What follows belongs to an exercise in optimizing a design on an open flow for small area, a short achievable clock period and few clock cycles; a production flow would make more cautious choices.
Only simulation tests tie the RTL to the original design; equivalence was not proved.

==> design.v <==
module JAM (
input CLK,
input RST,
output [2:0] W,
output [2:0] J,
input [6:0] Cost,
output reg [3:0] MatchCount,
output [9:0] MinCost,
output Valid );
reg [2:0]dataN[7:0];
reg [2:0]dataN_reg[7:0];
reg [2:0]countA,countA_next;
reg [3:0]countC,countC_next;
reg [2:0]fsm1,fsm1_next;
reg [2:0]fsm2,fsm2_next;
reg [9:0]sum;
reg mod,mod_next;
reg [10:0]MinCost1,MinCost1_next;
reg [3:0]MatchCount_next;
reg [2:0]dataA,dataA_next;
reg [2:0]dataB,dataB_next;
reg ch;
reg [2:0]dataC;
reg last;
wire [9:0]sum_add_cost;
assign W = countC[2:0];
assign J = dataN_reg[0];
assign Valid  = (fsm2 == 3'd2)? 1'b1:1'b0;
assign MinCost = MinCost1[9:0];
assign sum_add_cost = sum + Cost;
always @(posedge CLK,posedge RST) 
begin
    if(RST)
    begin
        dataN[0] <= 3'd0;
        dataN[1] <= 3'd1;
        dataN[2] <= 3'd2;
        dataN[3] <= 3'd3;
        dataN[4] <= 3'd4;
        dataN[5] <= 3'd5;
        dataN[6] <= 3'd6;
        dataN[7] <= 3'd7;
        dataN_reg[0] <= 3'd0;
        dataN_reg[1] <= 3'd1;
        dataN_reg[2] <= 3'd2;
        dataN_reg[3] <= 3'd3;
        dataN_reg[4] <= 3'd4;
        dataN_reg[5] <= 3'd5;
        dataN_reg[6] <= 3'd6;
        dataN_reg[7] <= 3'd7;
        countA <= 3'd7;
        countC <= 4'd0;
        fsm1 <= 3'd0;
        fsm2 <= 3'd7;
        mod <= 1'b0;
        MinCost1 <= 11'h400;
        MatchCount <= 4'd1;
        dataA <= 3'd7;
        dataB <= 3'd0;
        sum <= 10'd0;
        last <= 1'b0;
    end
    else 
    begin
        if(fsm2 == 3'b0 && countC <= 4'd8 &&  countC != 4'd0)
            sum <= sum_add_cost;
        if(fsm2 == 3'b1)
            sum <= 10'd0;
        if(ch == 1'b1)
        begin
            dataN[dataC] <= dataN[dataB];
            dataN[dataB] <= dataN[dataC];
        end
        if(fsm1 == 3'd1)
        begin
            case(dataA)
                3'd0:
                begin
                    dataN[1] <= dataN[7];
                    dataN[7] <= dataN[1];
                    dataN[2] <= dataN[6];
                    dataN[6] <= dataN[2];
                    dataN[3] <= dataN[5];
                    dataN[5] <= dataN[3];
                end
                3'd1:
                begin
                    dataN[2] <= dataN[7];
                    dataN[7] <= dataN[2];
                    dataN[3] <= dataN[6];
                    dataN[6] <= dataN[3];
                    dataN[4] <= dataN[5];
                    dataN[5] <= dataN[4];
                end
                3'd2:
                begin
                    dataN[3] <= dataN[7];
                    dataN[7] <= dataN[3];
                    dataN[4] <= dataN[6];
                    dataN[6] <= dataN[4];
                end
                3'd3:
                begin
                    dataN[4] <= dataN[7];
                    dataN[7] <= dataN[4];
                    dataN[5] <= dataN[6];
                    dataN[6] <= dataN[5];
                end
                3'd4:
                begin
                    dataN[5] <= dataN[7];
                    dataN[7] <= dataN[5];
                end
                3'd5:
                begin
                    dataN[6] <= dataN[7];
                    dataN[7] <= dataN[6];
                end
            endcase
        end 
        if(mod == 1'b1)
        begin
            dataN_reg[0] <= dataN[0];
            dataN_reg[1] <= dataN[1];
            dataN_reg[2] <= dataN[2];
            dataN_reg[3] <= dataN[3];
            dataN_reg[4] <= dataN[4];
            dataN_reg[5] <= dataN[5];
            dataN_reg[6] <= dataN[6];
            dataN_reg[7] <= dataN[7];
        end
        else if(fsm2 == 3'd0 && countC != 4'd8)
        begin
            dataN_reg[0] <= dataN_reg[1];
            dataN_reg[1] <= dataN_reg[2];
            dataN_reg[2] <= dataN_reg[3];
            dataN_reg[3] <= dataN_reg[4];
            dataN_reg[4] <= dataN_reg[5];
            dataN_reg[5] <= dataN_reg[6];
            dataN_reg[6] <= dataN_reg[7];
            dataN_reg[7] <= dataN_reg[0];
        end
        if(mod == 1'b1)
            last <= (dataN[0] == 3'd7 && dataN[1] == 3'd6 && dataN[2] == 3'd5 && dataN[3] == 3'd4 &&
                     dataN[4] == 3'd3 && dataN[5] == 3'd2 && dataN[6] == 3'd1 && dataN[7] == 3'd0);
        if(mod == 1'b1)
            mod <= 1'b0;
        else
            mod <= mod_next;
        countA <= countA_next;
        countC <= countC_next;
        fsm1 <= fsm1_next;
        fsm2 <= fsm2_next;
        MinCost1 <= MinCost1_next;
        MatchCount <= MatchCount_next;
        dataA <= dataA_next;
        dataB <= dataB_next;
    end
end
always@(*)
begin
    case(fsm2)
        3'd7:
        begin
            fsm2_next = 3'd0;
            countC_next = 4'd0; 
            MinCost1_next = MinCost1;
            MatchCount_next = MatchCount;
        end
        3'd0:
        begin
            if(countC == 4'd8)
            begin
                fsm2_next = 3'd1;
                countC_next = 4'd0;
                if(MinCost1 > sum_add_cost)
                begin
                    MinCost1_next = sum_add_cost;
                    MatchCount_next = 4'd1;
                end
                else if(MinCost1 == sum_add_cost)
                begin
                    MatchCount_next = MatchCount + 4'd1;
                    MinCost1_next = MinCost1;
                end 
                else
                begin
                    MinCost1_next = MinCost1;
                    MatchCount_next = MatchCount;
                end
            end
            else
            begin
                if(countC != 4'd0 && MinCost1 != 11'h400 && MinCost1 < sum_add_cost)
                    fsm2_next = 3'd1;
                else
                    fsm2_next = fsm2;
                countC_next = countC + 4'd1; 
                MinCost1_next = MinCost1;
                MatchCount_next = MatchCount;
            end
        end
        3'd1:
        begin
            if(last)
            begin
                fsm2_next = 3'd2;
                countC_next =  4'd0;
                MinCost1_next = MinCost1;
                MatchCount_next = MatchCount;
            end
            else
            begin
                if(mod)
                begin
                    fsm2_next = 3'd0;
                    countC_next = 4'd0; 
                    MinCost1_next = MinCost1;
                    MatchCount_next = MatchCount;
                end
                else
                begin
                    fsm2_next = fsm2;
                    countC_next = countC; 
                    MinCost1_next = MinCost1;
                    MatchCount_next = MatchCount;
                end
            end
        end
        default:
        begin
            fsm2_next = fsm2;
            countC_next = countC; 
            MinCost1_next = MinCost1;
            MatchCount_next = MatchCount;
        end
    endcase
end
always@(*)
begin
    if(dataN[6] < dataN[7])
    begin
        dataC = 3'd6;
    end
    else if(dataN[5] < dataN[6])
    begin
        dataC = 3'd5;
    end
    else if(dataN[4] < dataN[5])
    begin
        dataC = 3'd4;
    end
    else if(dataN[3] < dataN[4])
    begin
        dataC = 3'd3;
    end
    else if(dataN[2] < dataN[3])
    begin
        dataC = 3'd2;
    end
    else if(dataN[1] < dataN[2])
    begin
        dataC = 3'd1;
    end
    else
    begin
        dataC = 3'd0;
    end
end
always@(*)
begin
    case(fsm1)
        3'd0:
        begin
            mod_next = mod;
            if(countA == dataC)
            begin
                countA_next = countA;
                dataA_next = dataC;
                dataB_next = dataB;
                fsm1_next = 3'd1;
                ch = 1'b1;
            end
            else
            begin
                countA_next = countA - 3'd1;
                fsm1_next = fsm1;
                ch = 1'b0;
                if(dataN[dataC] < dataN[countA] && dataN[countA] <= dataA)
                begin
                    dataA_next = dataN[countA];
                    dataB_next = countA;
                end
                else
                begin
                    dataA_next = dataA;
                    dataB_next = dataB;
                end
            end
        end
        3'd1:
        begin
            countA_next = countA;
            dataA_next = dataA;
            dataB_next = dataB;
            fsm1_next = 3'd2;
            mod_next = mod;
            ch = 1'b0;
        end
        3'd2:
        begin
            ch = 1'b0;
            if(fsm2 != 3'd0)
            begin
                fsm1_next = 3'd0;
                countA_next = 3'd7;
                dataA_next = 3'd7;
                dataB_next = 3'd0;
                mod_next = 1'b1;
            end
            else
            begin
                fsm1_next = fsm1;
                countA_next = countA;
                dataA_next = dataA;
                dataB_next = dataB;
                mod_next = mod;
            end
        end 
        default:
        begin
            countA_next = countA;
            dataA_next = dataA;
            dataB_next = dataB;
            fsm1_next = fsm1;
            mod_next = mod;
            ch = 1'b0;
        end 
    endcase
end
endmodule
==> run.sh <==
#!/bin/bash
# synth_recipe.tcl (not shown) runs the flow's synth.tcl, then flattens the netlist and writes it again
# the make line also repeats each setting of config.mk as NAME=value (left out here)
make -C /OpenROAD-flow-scripts/flow DESIGN_CONFIG=/design/flow/config.mk WORK_HOME=/design/flow/orfs CLKGATE_MAP_FILE= SYNTH_SCRIPT=/design/flow/synth_recipe.tcl finish
==> config.mk <==
export PLATFORM = sky130hd
export DESIGN_NAME = JAM
export DESIGN_NICKNAME = JAM
export VERILOG_FILES = /design/flow/design.v
export SDC_FILE = /design/flow/constraint.sdc
export NUM_CORES = 4
export LEC_CHECK = 0
export CAP_MARGIN = 20
export CORE_MARGIN = 2
export CORE_UTILIZATION = 40
export SLEW_MARGIN = 20
==> constraint.sdc <==
create_clock -name core_clock -period 5.0 [get_ports {CLK}]
set_input_delay 1.0000 -clock core_clock [delete_from_list [all_inputs] [get_ports {CLK}]]
set_output_delay 1.0000 -clock core_clock [all_outputs]
set_load 0.01 [all_outputs]
==> parameters.txt <==
Parameter                              Value

Setup path
  Slowest cell delay on critical path    590 ps
  Crit end category    flip-flop
  Category of the worst setup path launch point    input port
  Data arrival time at the worst-slack endpoint    4960 ps
  Largest fanout on the critical path    10
  Worst Path Required    5230 ps
  Sequence of cells on the critical path    clkdlybuf4s50_1, ha_1, fa_1, a21o_1, a21oi_1, o21bai_1, a21oi_1, nor2b_1, o21ai_0, xor2_1, ha_1, nand4_1, or4_1, nand4_1, a21oi_2, mux2_2
  Cell at the slowest stage of the critical path    a21oi_2
  R2R depth    13
  Start-to-end type of the worst setup path    in2reg

STA
  Count of endpoints failing setup in the final report    0
  Worst slew margin relative to its limit    34.8%
  Worst-margin pin slew    978 ps
  Final hold violation count    0
  FMAX    0.211 GHz
  Clk_skew    13.4 ps
  Min Clock Period, post-route    4730 ps
  Final worst path period share    94.6%
  Unrepaired setup endpoints after global routing    no
  Final Slew Violations    0
  Post-Route Hold Slack    498 ps
  Worst Setup Slack, final    269 ps
  Setup TNS    0 ps

Final layout
  Sequential cell area    0.00237 mm^2
  Area overhead of the layout relative to synthesis    9.61%
  Final Util    44.5%
  Inserted Diodes    0
  Layout Nets    904
  Flip-flop count of the largest register, all copies and words added    48
  Ratio of cells with drive above 1 in the final layout    12.8%
  Number of inserted filler cells in the final layout    1808
  Footprint of the multi-input gates    0.00439 mm^2

Placement
  Total of buffers placed on input and output ports    29
  Post-DP HPWL    14.9 mm
  Post-placement setup slack    -31.9 ps
  Routability-driven placement congestion ratio    0.970

Synth
  Top cells by area in the synthesized netlist    dfrtp_1 20%, dfstp_2 13%, ha_1 7.9%
  Top-count cell post-synth    nand2_1
  Post-Syn Instances    852
  Fraction of synthesis flops using an asynchronous set or reset pin    100%
  Number of flip-flops and latches in the synthesized netlist    93
  Cell type with the highest aggregate area in the netlist    dfrtp_1
  Warnings from Yosys    3
  Synth top cells by count    93 x nand2_1, 79 x o21ai_0, 63 x a21oi_1
  Sequential element share of the synthesized area    32.6%
  Yosys top cell area share    20.0%
  Cell variety after synth    76
  Post-Synthesis Net Count    908
  Post-Syn Area    0.00727 mm^2
  Mean instance size in the synthesized netlist    8.53 um^2
  Ys flop type    dfrtp_1
  Number of enable-type register cells in the synthesized netlist    0

Clocking
  Root buffer cell    clkbuf_16
  TritonCTS buffer count    9
  Number of H-tree branching levels    3
  Number of instances resized during post-cts repair    0
  TritonCTS Sinks    93
  Buffer count from post-CTS setup fixing    0
  Worst skew pair latency    350 ps
  Max clock buf depth    2
  Clock-pin slew reported for the worst setup and hold paths after clock tree synthesis    60 ps
  Clock tree from TritonCTS    built
  CTS Hold Bufs    0

Die
  Floorplan die area    0.0193 mm^2
  Count of boundary I/O pins    30
  Count of standard-cell rows    49
  Die X-Extent    139 um
  Placeable core area    0.0179 mm^2
  Vertical die dimension    139 um
  Initial Util    40.6%

Global route
  Initial antenna violation count    0
  GRT Total Usage    22.0%
  Number of global-route vias before repair    6050
  Wire length of the first global-routing pass    33.8 mm
  Maximum number of pins on one net before global-route repair    51
  Aggregate global routing overflow    0

Hold path
  Hold WC Path Type    reg2reg
  Cell count of the worst hold path    2

Routing
  Highest metal layer with signal wires    met4
  Final wirelength    20.9 mm
  Overall via count from detail_route    6359
  Drc violations    0
  Via-per-instance ratio    5.88
  Post-Route M1 WL    9.57 mm
  Iteration-0 DRC Markers    698
  Wire per inst    19.3 um
  Detail Route Antenna Nets    0
  Number of optimization iterations in the first detailed-route pass    5
  Routed length on met2    9.16 mm
  Sum of met3 wire segment lengths after detailed routing    1.53 mm

Outcome
  Outcome    complete, no violations

Flow run
  Max-capacitance violation count    0
-- worst paths after layout --
| kind | end | from | slack, ps |
|---|---|---|---|
| worst min-delay path | sum[2]$_DFFE_PP0P_ | sum[2]$_DFFE_PP0P_ | 500 |
| max in group asynchronous | dataN_reg[3][0]$_DFFE_PP1P_ | RST | 3130 |
| worst max-delay path | MinCost1[1]$_DFFE_PP0P_ | Cost[0] | 270 |
| min in group asynchronous | fsm1[0]$_DFFE_PP0P_ | RST | 1000 |
| worst max register to register | dataB[0]$_DFFE_PP0P_ | countA[1]$_DFFE_PP1P_ | 850 |
| worst min register to register | sum[2]$_DFFE_PP0P_ | sum[2]$_DFFE_PP0P_ | 500 |
-- layout by cell type (no fill, tap or decap), types with 4 or more instances in the layout --
cell             synthesis  final
xnor2_1                  6      6
mux2_2                  18     18
ha_1                    46     46
nand2b_1                 6      6
o21a_1                  11     11
inv_1                   47     46
nor2b_1                 15     15
nand4_1                  4      4
clkbuf_16                0      9
o22ai_1                  8      8
dfstp_2                 35     35
dfrtp_1                 58     58
a221oi_1                11     11
nor3_1                  18     18
a21o_1                  13     13
nand2_1                 93     93
o21ai_1                 16     16
nor3b_1                  4      4
a31oi_1                 13     13
a22o_1                   8      8
buf_4                   15     19
nand3b_1                 4      4
mux2i_1                 51     51
clkdlybuf4s50_1          0     29
a221o_1                  4      4
a21oi_1                 63     63
a211oi_1                 9      9
o211ai_1                 5      5
nand3_1                 19     19
nor4_1                   5      5
nor2_1                  49     49
o21ai_0                 79     79
a22oi_1                  8      8
-- logic make-up (layout without fill, tap and decap cells) --
kind of cell | after synthesis | after routing | share of synthesized area (%)
multiplexers | 71 | 71 | 10.2
AND/OR/NAND/NOR | 239 | 239 | 16.0
XOR/XNOR | 8 | 8 | 0.964
flip-flops | 93 | 93 | 32.6
adder cells (fa/ha/maj) | 47 | 47 | 8.20
buffers and inverters | 111 | 112 | 6.97
AO/OA/AOI/OAI | 283 | 283 | 25.0
-- final cells by class --
| cell class | instances | share of cell area [%] |
|---|---|---|
| Multi-Input combinational cell | 648 | 55.1 |
| Clock buffer | 11 | 3.05 |
| Sequential cell | 93 | 29.8 |
| Inverter | 48 | 2.29 |
| Tap cell | 229 | 3.60 |
| Timing Repair Buffer | 48 | 5.44 |
| Clock inverter | 5 | 0.754 |
-- stage by stage --
step | instance area [um^2] | cells
finish | 7960 | 1082
global route | 7960 | 1082
CTS | 7960 | 1082
detailed placement | 7660 | 1066
global placement | 7660 | 1066
floorplan | 7270 | 852
-- worst max-delay path: cells and delay by family --
kind / cells / cell delay (ps)
xor gates and xnor gates: 1 / 230
buffers and inverters: 1 / 410
muxes: 1 / 410
and+or+nand+nor: 4 / 470
adders and majority gates: 3 / 920
AOI/OAI and AO/OA: 6 / 1530
-- layer usage --
metal | global-route usage [%] | vias up
met1 | 31.4 | 2969
met4 | 7.66 | 0
met5 | 0 | -
li1 | - | 3080
met2 | 33.1 | 255
met3 | 4.56 | 55
Testbench counts, summed over its fixed seeds: cycles 3,632,609.

## re-timing with driven ports
In the flow no input, the clock included, has a driving cell. The finished layout below was timed again as built, in two steps. Step 1 assumes that a clkbuf_16 drives the clock port and a buf_2 every other input. Step 2 adds t to the input delays and takes it off the output delays; t is the mean of the earliest and latest rising clock arrival at the registers after step 1. Input paths then give back, and output paths get back, about the clock's delay inside the block. Three values: ideal ports, drivers, drivers and shift; two values: the first two.
t (ns): 0.393
setup WS [ns]: 0.269 / 0.294 / -0.099
worst register clock-pin slew, ns: 0.08 / 0.08
Met with ideal ports but missed after step 2: setup timing in this run. The setup slack of this run moves by +0.025 ns with the drivers and by -0.368 ns with both steps.
